Background: an optimization exercise with open tools, aiming at small area. Do not read the settings as production practice.
Function was checked by simulation only, so behaviour that the tests miss may differ from the original.
The clock port is modelled as an ideal driver, which makes a skipped or thinned clock tree look cheaper than it is; a real chip needs a root buffer or a tree.
Power is estimated from default activity; no workload was simulated.

==> job 9153 <==
Design axis_jtag_v1_0, start of the top module:
module axis_jtag_v1_0 #
(
   parameter integer C_S_AXIS_DATA_WIDTH   = 64,
   parameter integer C_S_AXIS_DATA_LENGTH  = 32,
   parameter integer C_TCK_CLOCK_RATIO     = 4
)
(
   input  wire                                  channel,
   input  wire                                  s_axis_aclk,
   input  wire                                  s_axis_aresetn,
   input  wire [C_S_AXIS_DATA_WIDTH-1 : 0]      s_axis_tdata,
   input  wire                                  s_axis_tvalid,
   output wire                                  s_axis_tready,
   input  wire [7 : 0]                          s_axis_tkeep,
   input  wire                                  s_axis_tlast,
   output wire                                  TCK_0,
   output wire                                  TMS_0,
   output wire                                  TDI_0,
   input  wire                                  TDO_0,
   output wire                                  TCK_1,
   output wire                                  TMS_1,
   output wire                                  TDI_1,
   input  wire                                  TDO_1
);
   reg  [7:0]  c;
   reg  [31:0] tms_q;
   reg  [31:0] tdi_q;
   wire [6:0]  k      = c[6:0];
   wire        active = ~c[7];
   wire        pull   = c[7] & c[0];
   wire        ready  = c[7] & c[1];
   wire        inc    = ~(pull & ~s_axis_tvalid);
   always @(posedge s_axis_aclk) begin
      if (!s_axis_aresetn)
         c <= 8'd128;
      else if (ready)
         c <= 8'd0;
      else
         c <= c + {7'd0, inc};
   end
   always @(posedge s_axis_aclk) begin
      tms_q <= ~((s_axis_tdata[31:0]  | {32{~pull}}) & (tms_q | {32{pull}}));
  ...
==> module axis_jtag_v1_0, before the edit <==
module axis_jtag_v1_0 #
(
   parameter integer C_S_AXIS_DATA_WIDTH   = 64,
   parameter integer C_S_AXIS_DATA_LENGTH  = 32,
   parameter integer C_TCK_CLOCK_RATIO     = 4
)
(
   input  wire                                  channel,
   input  wire                                  s_axis_aclk,
   input  wire                                  s_axis_aresetn,
   input  wire [C_S_AXIS_DATA_WIDTH-1 : 0]      s_axis_tdata,
   input  wire                                  s_axis_tvalid,
   output wire                                  s_axis_tready,
   input  wire [7 : 0]                          s_axis_tkeep,
   input  wire                                  s_axis_tlast,
   output wire                                  TCK_0,
   output wire                                  TMS_0,
   output wire                                  TDI_0,
   input  wire                                  TDO_0,
   output wire                                  TCK_1,
   output wire                                  TMS_1,
   output wire                                  TDI_1,
   input  wire                                  TDO_1
);
   reg  [7:0]  c;
   reg  [31:0] tms_q;
   reg  [31:0] tdi_q;
   wire [6:0]  k      = c[6:0];
   wire        active = ~c[7];
   wire        pull   = c[7] & c[0];
   wire        ready  = c[7] & c[1];
   wire        inc    = ~(pull & ~s_axis_tvalid);
   always @(posedge s_axis_aclk) begin
      if (!s_axis_aresetn)
         c <= 8'd128;
      else if (ready)
         c <= 8'd0;
      else
         c <= c + {7'd0, inc};
   end
   always @(posedge s_axis_aclk) begin
      tms_q <= ~((s_axis_tdata[31:0]  | {32{~pull}}) & (tms_q | {32{pull}}));
      tdi_q <= ~((s_axis_tdata[63:32] | {32{~pull}}) & (tdi_q | {32{pull}}));
   end
   wire [7:0]  s1n = ~(8'b00000001 << k[4:2]);
   wire [3:0]  s2  = {4{active}} & (4'b0001 << k[6:5]);
   wire [3:0]  gms, gdi;
   genvar g;
   generate
      for (g = 0; g < 4; g = g + 1) begin : grp
         assign gms[g] = &(tms_q[8*g+7:8*g] | s1n);
         assign gdi[g] = &(tdi_q[8*g+7:8*g] | s1n);
      end
   endgenerate
   wire tck = active & k[1];
   wire tms = |(gms & s2) ^ (active & c[0]);
   wire tdi = |(gdi & s2) ^ (active & c[0]);
   assign s_axis_tready = ready;
   assign TCK_0 = ~channel & tck;
   assign TMS_0 = ~channel & tms;
   assign TDI_0 = ~channel & tdi;
   assign TCK_1 =  channel & tck;
   assign TMS_1 =  channel & tms;
   assign TDI_1 =  channel & tdi;
endmodule
Settings: LEC_CHECK=0, CAP_MARGIN=20, CORE_MARGIN=2, CORE_UTILIZATION=60, SLEW_MARGIN=20; clock period 10.0 ns.
standard.sh (not shown) runs the stock make flow with config.mk's settings and CLKGATE_MAP_FILE= SYNTH_SCRIPT=/design/flow/synth_recipe.tcl, a recipe that flattens the netlist after the stock synthesis.
==> flow/flow/run.sh <==
#!/bin/bash
# Layout flow: the standard ORFS flow (standard.sh) with three changes:
#  - synthesis maps the logic with an area-oriented ABC script (abc.script);
#    the registers are the standard synthesis's (ABC does not touch them);
#  - port buffers are the smallest buffer, sky130_fd_sc_hd__buf_1;
#  - clock tree synthesis without dummy loads.
# Each tool's output goes to the ORFS logs; make's output to standard.log.
set -euo pipefail
here=$(pwd)
cp flow/abc.script "$here/abc_area_opt.script"
cat > "$here/synth_opt.tcl" <<TCL
proc abc {args} {
  set i [lsearch -exact \$args -script]
  if { \$i >= 0 } { lset args [expr { \$i + 1 }] $here/abc_area_opt.script }
  yosys abc {*}\$args
}
source $here/synth_recipe.tcl
TCL
sed "s#SYNTH_SCRIPT=[^ ]*#SYNTH_SCRIPT=$here/synth_opt.tcl#" standard.sh > standard_opt.sh
export BUFFER_PORTS_ARGS="-buffer_cell sky130_fd_sc_hd__buf_1"
export CTS_ARGS="-sink_clustering_enable -repair_clock_nets -dont_use_dummy_load -buf_list sky130_fd_sc_hd__clkbuf_4"
bash standard_opt.sh > standard.log 2>&1
==> flow/flow/abc.script <==
strash
dch
amap
topo
==> inputs of job 1489, as changes to job 9153 <==
--- a/flow/design.v
+++ b/flow/design.v
@@ -24,12 +24,14 @@
    input  wire                                  TDO_1
 );
    reg  [7:0]  c;
-   reg  [31:0] tms_q;
-   reg  [31:0] tdi_q;
-   wire [6:0]  k      = c[6:0];
+   reg  [30:0] a;
+   reg  [30:0] b;
+   reg         tms_r;
+   reg         tdi_r;
    wire        active = ~c[7];
    wire        pull   = c[7] & c[0];
    wire        ready  = c[7] & c[1];
+   wire        turn   = ~(pull | ready);
    wire        inc    = ~(pull & ~s_axis_tvalid);
    always @(posedge s_axis_aclk) begin
       if (!s_axis_aresetn)
@@ -39,23 +41,22 @@
       else
          c <= c + {7'd0, inc};
    end
+   wire [30:0] du = {s_axis_tdata[16], s_axis_tdata[1], s_axis_tdata[17], s_axis_tdata[2], s_axis_tdata[18], s_axis_tdata[3], s_axis_tdata[19], s_axis_tdata[4], s_axis_tdata[20], s_axis_tdata[5], s_axis_tdata[21], s_axis_tdata[6], s_axis_tdata[22], s_axis_tdata[7], s_axis_tdata[23], s_axis_tdata[8], s_axis_tdata[24], s_axis_tdata[9], s_axis_tdata[25], s_axis_tdata[10], s_axis_tdata[26], s_axis_tdata[11], s_axis_tdata[27], s_axis_tdata[12], s_axis_tdata[28], s_axis_tdata[13], s_axis_tdata[29], s_axis_tdata[14], s_axis_tdata[30], s_axis_tdata[15], s_axis_tdata[31]};
+   wire [30:0] dv = {s_axis_tdata[33], s_axis_tdata[49], s_axis_tdata[34], s_axis_tdata[50], s_axis_tdata[35], s_axis_tdata[51], s_axis_tdata[36], s_axis_tdata[52], s_axis_tdata[37], s_axis_tdata[53], s_axis_tdata[38], s_axis_tdata[54], s_axis_tdata[39], s_axis_tdata[55], s_axis_tdata[40], s_axis_tdata[56], s_axis_tdata[41], s_axis_tdata[57], s_axis_tdata[42], s_axis_tdata[58], s_axis_tdata[43], s_axis_tdata[59], s_axis_tdata[44], s_axis_tdata[60], s_axis_tdata[45], s_axis_tdata[61], s_axis_tdata[46], s_axis_tdata[62], s_axis_tdata[47], s_axis_tdata[63], s_axis_tdata[48]};
    always @(posedge s_axis_aclk) begin
-      tms_q <= ~((s_axis_tdata[31:0]  | {32{~pull}}) & (tms_q | {32{pull}}));
-      tdi_q <= ~((s_axis_tdata[63:32] | {32{~pull}}) & (tdi_q | {32{pull}}));
+      a <= ~((du & {31{pull}}) | (dv & {31{ready}}) |
+             ({b[29:0], b[30]} & {31{turn}}));
+      b <= a;
    end
-   wire [7:0]  s1n = ~(8'b00000001 << k[4:2]);
-   wire [3:0]  s2  = {4{active}} & (4'b0001 << k[6:5]);
-   wire [3:0]  gms, gdi;
-   genvar g;
-   generate
-      for (g = 0; g < 4; g = g + 1) begin : grp
-         assign gms[g] = &(tms_q[8*g+7:8*g] | s1n);
-         assign gdi[g] = &(tdi_q[8*g+7:8*g] | s1n);
+   always @(posedge s_axis_aclk) begin
+      if (c[1] & (c[0] | c[7])) begin
+         tms_r <= ready ? ~s_axis_tdata[0]  : a[0];
+         tdi_r <= ready ? ~s_axis_tdata[32] : ~b[0];
       end
-   endgenerate
-   wire tck = active & k[1];
-   wire tms = |(gms & s2) ^ (active & c[0]);
-   wire tdi = |(gdi & s2) ^ (active & c[0]);
+   end
+   wire tck = active & c[1];
+   wire tms = active & ~tms_r;
+   wire tdi = active & ~tdi_r;
    assign s_axis_tready = ready;
    assign TCK_0 = ~channel & tck;
    assign TMS_0 = ~channel & tms;
--- a/flow/flow/run.sh
+++ b/flow/flow/run.sh
@@ -3,7 +3,8 @@
 #  - synthesis maps the logic with an area-oriented ABC script (abc.script);
 #    the registers are the standard synthesis's (ABC does not touch them);
 #  - port buffers are the smallest buffer, sky130_fd_sc_hd__buf_1;
-#  - clock tree synthesis without dummy loads.
+#  - a one-level clock tree of 4 buffers (flow/manual_cts.tcl) in place of
+#    clock_tree_synthesis.
 # Each tool's output goes to the ORFS logs; make's output to standard.log.
 set -euo pipefail
 here=$(pwd)
@@ -18,5 +19,6 @@
 TCL
 sed "s#SYNTH_SCRIPT=[^ ]*#SYNTH_SCRIPT=$here/synth_opt.tcl#" standard.sh > standard_opt.sh
 export BUFFER_PORTS_ARGS="-buffer_cell sky130_fd_sc_hd__buf_1"
+export PRE_CTS_TCL="$here/flow/manual_cts.tcl"
 export CTS_ARGS="-sink_clustering_enable -repair_clock_nets -dont_use_dummy_load -buf_list sky130_fd_sc_hd__clkbuf_4"
 bash standard_opt.sh > standard.log 2>&1
==> flow/flow/abc.script (replaced) <==
strash
dc2
dch -f
amap
==> flow/flow/manual_cts.tcl (new file) <==
# Sourced by ORFS's cts.tcl before clock tree synthesis (PRE_CTS_TCL).
# Replaces clock_tree_synthesis with a one-level tree: the flip-flops are
# split into 4 clusters by their placement (k-means) and each cluster gets one
# clock buffer, placed at its centre and driven by the clock port. The rest of
# cts.tcl (legalisation, timing repair) runs as usual.
proc clock_tree_synthesis { args } {
  set K 4
  set buf sky130_fd_sc_hd__clkbuf_8
  set block [ord::get_db_block]
  set net [$block findNet s_axis_aclk]
  set pts {}
  foreach it [$net getITerms] {
    set i [$it getInst]
    set bb [$i getBBox]
    lappend pts [list [expr { ([$bb xMin] + [$bb xMax]) / 2000.0 }] \
      [expr { ([$bb yMin] + [$bb yMax]) / 2000.0 }] \
      [$i getName] [[$it getMTerm] getName]]
  }
  set n [llength $pts]
  puts "manual_cts: $n clock sinks, $K clusters of $buf"
  set srt [lsort -real -index 0 $pts]
  set cs {}
  for { set k 0 } { $k < $K } { incr k } {
    set p [lindex $srt [expr { int(($k + 0.5) * $n / $K) }]]
    lappend cs [list [lindex $p 0] [lindex $p 1]]
  }
  for { set it 0 } { $it < 50 } { incr it } {
    set asg {}
    foreach p $pts {
      set best 0
      set bd 1e18
      for { set k 0 } { $k < $K } { incr k } {
        set c [lindex $cs $k]
        set d [expr { pow([lindex $p 0] - [lindex $c 0], 2) + pow([lindex $p 1] - [lindex $c 1], 2) }]
        if { $d < $bd } {
          set bd $d
          set best $k
        }
      }
      lappend asg $best
    }
    set ncs {}
    for { set k 0 } { $k < $K } { incr k } {
      set sx 0
      set sy 0
      set m 0
      foreach p $pts a $asg {
        if { $a == $k } {
          set sx [expr { $sx + [lindex $p 0] }]
          set sy [expr { $sy + [lindex $p 1] }]
          incr m
        }
      }
      if { $m > 0 } {
        lappend ncs [list [expr { $sx / $m }] [expr { $sy / $m }]]
      } else {
        lappend ncs [lindex $cs $k]
      }
    }
    set cs $ncs
  }
  for { set k 0 } { $k < $K } { incr k } {
    set pins {}
    foreach p $pts a $asg {
      if { $a == $k } {
        lappend pins [get_pins "[lindex $p 2]/[lindex $p 3]"]
      }
    }
    if { [llength $pins] == 0 } {
      continue
    }
    puts "manual_cts: cluster $k, [llength $pins] sinks at [lindex $cs $k]"
    insert_buffer -buffer_cell $buf -net s_axis_aclk -load_pins $pins \
      -location [lindex $cs $k] -buffer_name clkbuf_leaf_$k \
      -net_name clknet_leaf_$k
  }
  set_propagated_clock [all_clocks]
}
==> inputs of job 668, as changes to job 9153 <==
--- a/flow/design.v
+++ b/flow/design.v
@@ -23,39 +23,35 @@
    output wire                                  TDI_1,
    input  wire                                  TDO_1
 );
-   reg  [7:0]  c;
+   reg         pull;      
+   reg         ready;     
+   reg         active;    
+   reg  [6:0]  k;         
    reg  [31:0] tms_q;
    reg  [31:0] tdi_q;
-   wire [6:0]  k      = c[6:0];
-   wire        active = ~c[7];
-   wire        pull   = c[7] & c[0];
-   wire        ready  = c[7] & c[1];
-   wire        inc    = ~(pull & ~s_axis_tvalid);
+   wire        last = &k;
    always @(posedge s_axis_aclk) begin
-      if (!s_axis_aresetn)
-         c <= 8'd128;
-      else if (ready)
-         c <= 8'd0;
-      else
-         c <= c + {7'd0, inc};
+      if (!s_axis_aresetn) begin
+         pull   <= 1'b0;
+         ready  <= 1'b0;
+         active <= 1'b0;
+         k      <= 7'd0;
+      end else begin
+         pull   <= (pull & ~s_axis_tvalid) | (~pull & ~ready & ~active);
+         ready  <= pull & s_axis_tvalid;
+         active <= ready | (active & ~last);
+         k      <= active ? k + 7'd1 : 7'd0;
+      end
    end
    always @(posedge s_axis_aclk) begin
-      tms_q <= ~((s_axis_tdata[31:0]  | {32{~pull}}) & (tms_q | {32{pull}}));
-      tdi_q <= ~((s_axis_tdata[63:32] | {32{~pull}}) & (tdi_q | {32{pull}}));
+      if (pull) begin
+         tms_q <= s_axis_tdata[31:0];
+         tdi_q <= s_axis_tdata[63:32];
+      end
    end
-   wire [7:0]  s1n = ~(8'b00000001 << k[4:2]);
-   wire [3:0]  s2  = {4{active}} & (4'b0001 << k[6:5]);
-   wire [3:0]  gms, gdi;
-   genvar g;
-   generate
-      for (g = 0; g < 4; g = g + 1) begin : grp
-         assign gms[g] = &(tms_q[8*g+7:8*g] | s1n);
-         assign gdi[g] = &(tdi_q[8*g+7:8*g] | s1n);
-      end
-   endgenerate
-   wire tck = active & k[1];
-   wire tms = |(gms & s2) ^ (active & c[0]);
-   wire tdi = |(gdi & s2) ^ (active & c[0]);
+   wire tck = k[1];
+   wire tms = active & tms_q[k[6:2]];
+   wire tdi = active & tdi_q[k[6:2]];
    assign s_axis_tready = ready;
    assign TCK_0 = ~channel & tck;
    assign TMS_0 = ~channel & tms;
==> flow/run.sh (new file) <==
#!/bin/bash
# synth_recipe.tcl (not shown) runs the flow's synth.tcl, then flattens the netlist and writes it again
# the make line also repeats each setting of config.mk as NAME=value (left out here)
make -C /OpenROAD-flow-scripts/flow DESIGN_CONFIG=/design/flow/config.mk WORK_HOME=/design/flow/orfs CLKGATE_MAP_FILE= SYNTH_SCRIPT=/design/flow/synth_recipe.tcl finish
CORE_UTILIZATION = 35   (was 60)
removed: flow/flow/run.sh
removed: flow/flow/abc.script
removed: flow/standard.sh
==> inputs of job 1672, as changes to job 9153 <==
--- a/flow/design.v
+++ b/flow/design.v
@@ -24,12 +24,13 @@
    input  wire                                  TDO_1
 );
    reg  [7:0]  c;
-   reg  [31:0] tms_q;
-   reg  [31:0] tdi_q;
+   reg  [31:0] a;
+   reg  [31:0] b;
    wire [6:0]  k      = c[6:0];
    wire        active = ~c[7];
    wire        pull   = c[7] & c[0];
    wire        ready  = c[7] & c[1];
+   wire        turn   = ~(pull | ready);
    wire        inc    = ~(pull & ~s_axis_tvalid);
    always @(posedge s_axis_aclk) begin
       if (!s_axis_aresetn)
@@ -40,22 +41,26 @@
          c <= c + {7'd0, inc};
    end
    always @(posedge s_axis_aclk) begin
-      tms_q <= ~((s_axis_tdata[31:0]  | {32{~pull}}) & (tms_q | {32{pull}}));
-      tdi_q <= ~((s_axis_tdata[63:32] | {32{~pull}}) & (tdi_q | {32{pull}}));
+      a <= ~((s_axis_tdata[31:0]  & {32{pull}})  |
+             (s_axis_tdata[63:32] & {32{ready}}) |
+             (b                   & {32{turn}}));
+      b <= a;
    end
    wire [7:0]  s1n = ~(8'b00000001 << k[4:2]);
-   wire [3:0]  s2  = {4{active}} & (4'b0001 << k[6:5]);
-   wire [3:0]  gms, gdi;
+   wire [3:0]  s2  = 4'b0001 << k[6:5];
+   wire [3:0]  ga, gb;
    genvar g;
    generate
       for (g = 0; g < 4; g = g + 1) begin : grp
-         assign gms[g] = &(tms_q[8*g+7:8*g] | s1n);
-         assign gdi[g] = &(tdi_q[8*g+7:8*g] | s1n);
+         assign ga[g] = &(a[8*g+7:8*g] | s1n);
+         assign gb[g] = &(b[8*g+7:8*g] | s1n);
       end
    endgenerate
+   wire ma = |(ga & s2);
+   wire mb = |(gb & s2);
    wire tck = active & k[1];
-   wire tms = |(gms & s2) ^ (active & c[0]);
-   wire tdi = |(gdi & s2) ^ (active & c[0]);
+   wire tms = active & ((k[0] ? ma : mb) ^ ~(k[0] ^ k[1]));
+   wire tdi = active & ((k[0] ? mb : ma) ^ ~k[1]);
    assign s_axis_tready = ready;
    assign TCK_0 = ~channel & tck;
    assign TMS_0 = ~channel & tms;
==> flow/flow/abc.script (replaced) <==
strash
dch
amap -F 20 -A 40 -C 5000 -E 0.5
topo
CAP_MARGIN = 0   (was 20)
CORE_UTILIZATION = 35   (was 60)
SLEW_MARGIN = 0   (was 20)
==> qor summary <==
item	job 1672	job 668	job 1489	job 9153
Run status	no timing/DRC/antenna violations	no timing/DRC/antenna violations	no timing/DRC/antenna violations	no timing/DRC/antenna violations
DP Worst Slack	5.38 ns	4.54 ns	5.38 ns	5.33 ns
Share of synthesized area occupied by flip-flops and latches	0.612	0.727	0.730	0.590
Number of cells on the worst reg-to-reg path	12	3	4	11
Multi-input gate share of the layout cell area	0.311	0.189	0.216	0.336
DRC marker count from the first detailed-route iteration	193	72	278	141
Worst IR drop on VDD	0.000127 V	0.0000725 V	0.000212 V	0.000181 V
Net Count, Synth	288	247	230	328
Clock distribution area overhead in the final layout	0.0239	0.0467	-	0.0235
Leakage component of the power	0.000974 uW	0.00126 uW	0.000879 uW	0.000986 uW
Via/cell ratio	5.70	4.79	5.83	5.99
Vertical die dimension	86 um	95.3 um	61.7 um	67.8 um
# Taps	77	105	44	50
Max transition margin	0.462	0.384	0.398	0.508
In job 1489 the design's own scripts or RTL, not TritonCTS, make the clock network.

[port drivers added, routing unchanged]
In the flow no input, the clock included, has a driving cell. The finished layouts below were timed again as built, in two steps. Step 1 sets driving cells, clkbuf_16 on the clock port and buf_2 on the other inputs (assumed; they add their load-dependent delay and slew). Step 2 adds t to the input delays and takes it off the output delays; t is the mean of the earliest and latest rising clock arrival at the registers after step 1. Input paths then give back, and output paths get back, about the clock's delay inside the block. Slacks: ideal / step 1 / step 2; pairs: ideal / step 1.
run | t, ns | setup slack, ns | cell pins on the clock port's net
job 9153 | 0.408 | 5.340 / 5.318 / 5.318 | 1
job 1489 | 0.202 | 5.384 / 5.362 / 5.362 | 4
job 668 | 0.364 | 4.511 / 4.488 / 4.488 | 1
job 1672 | 0.417 | 4.915 / 4.889 / 5.306 | 1
After both steps setup and hold are still met in every run listed. The setup slack of job 668, which loses most, moves by -0.023 ns with the drivers and by -0.023 ns with both steps.
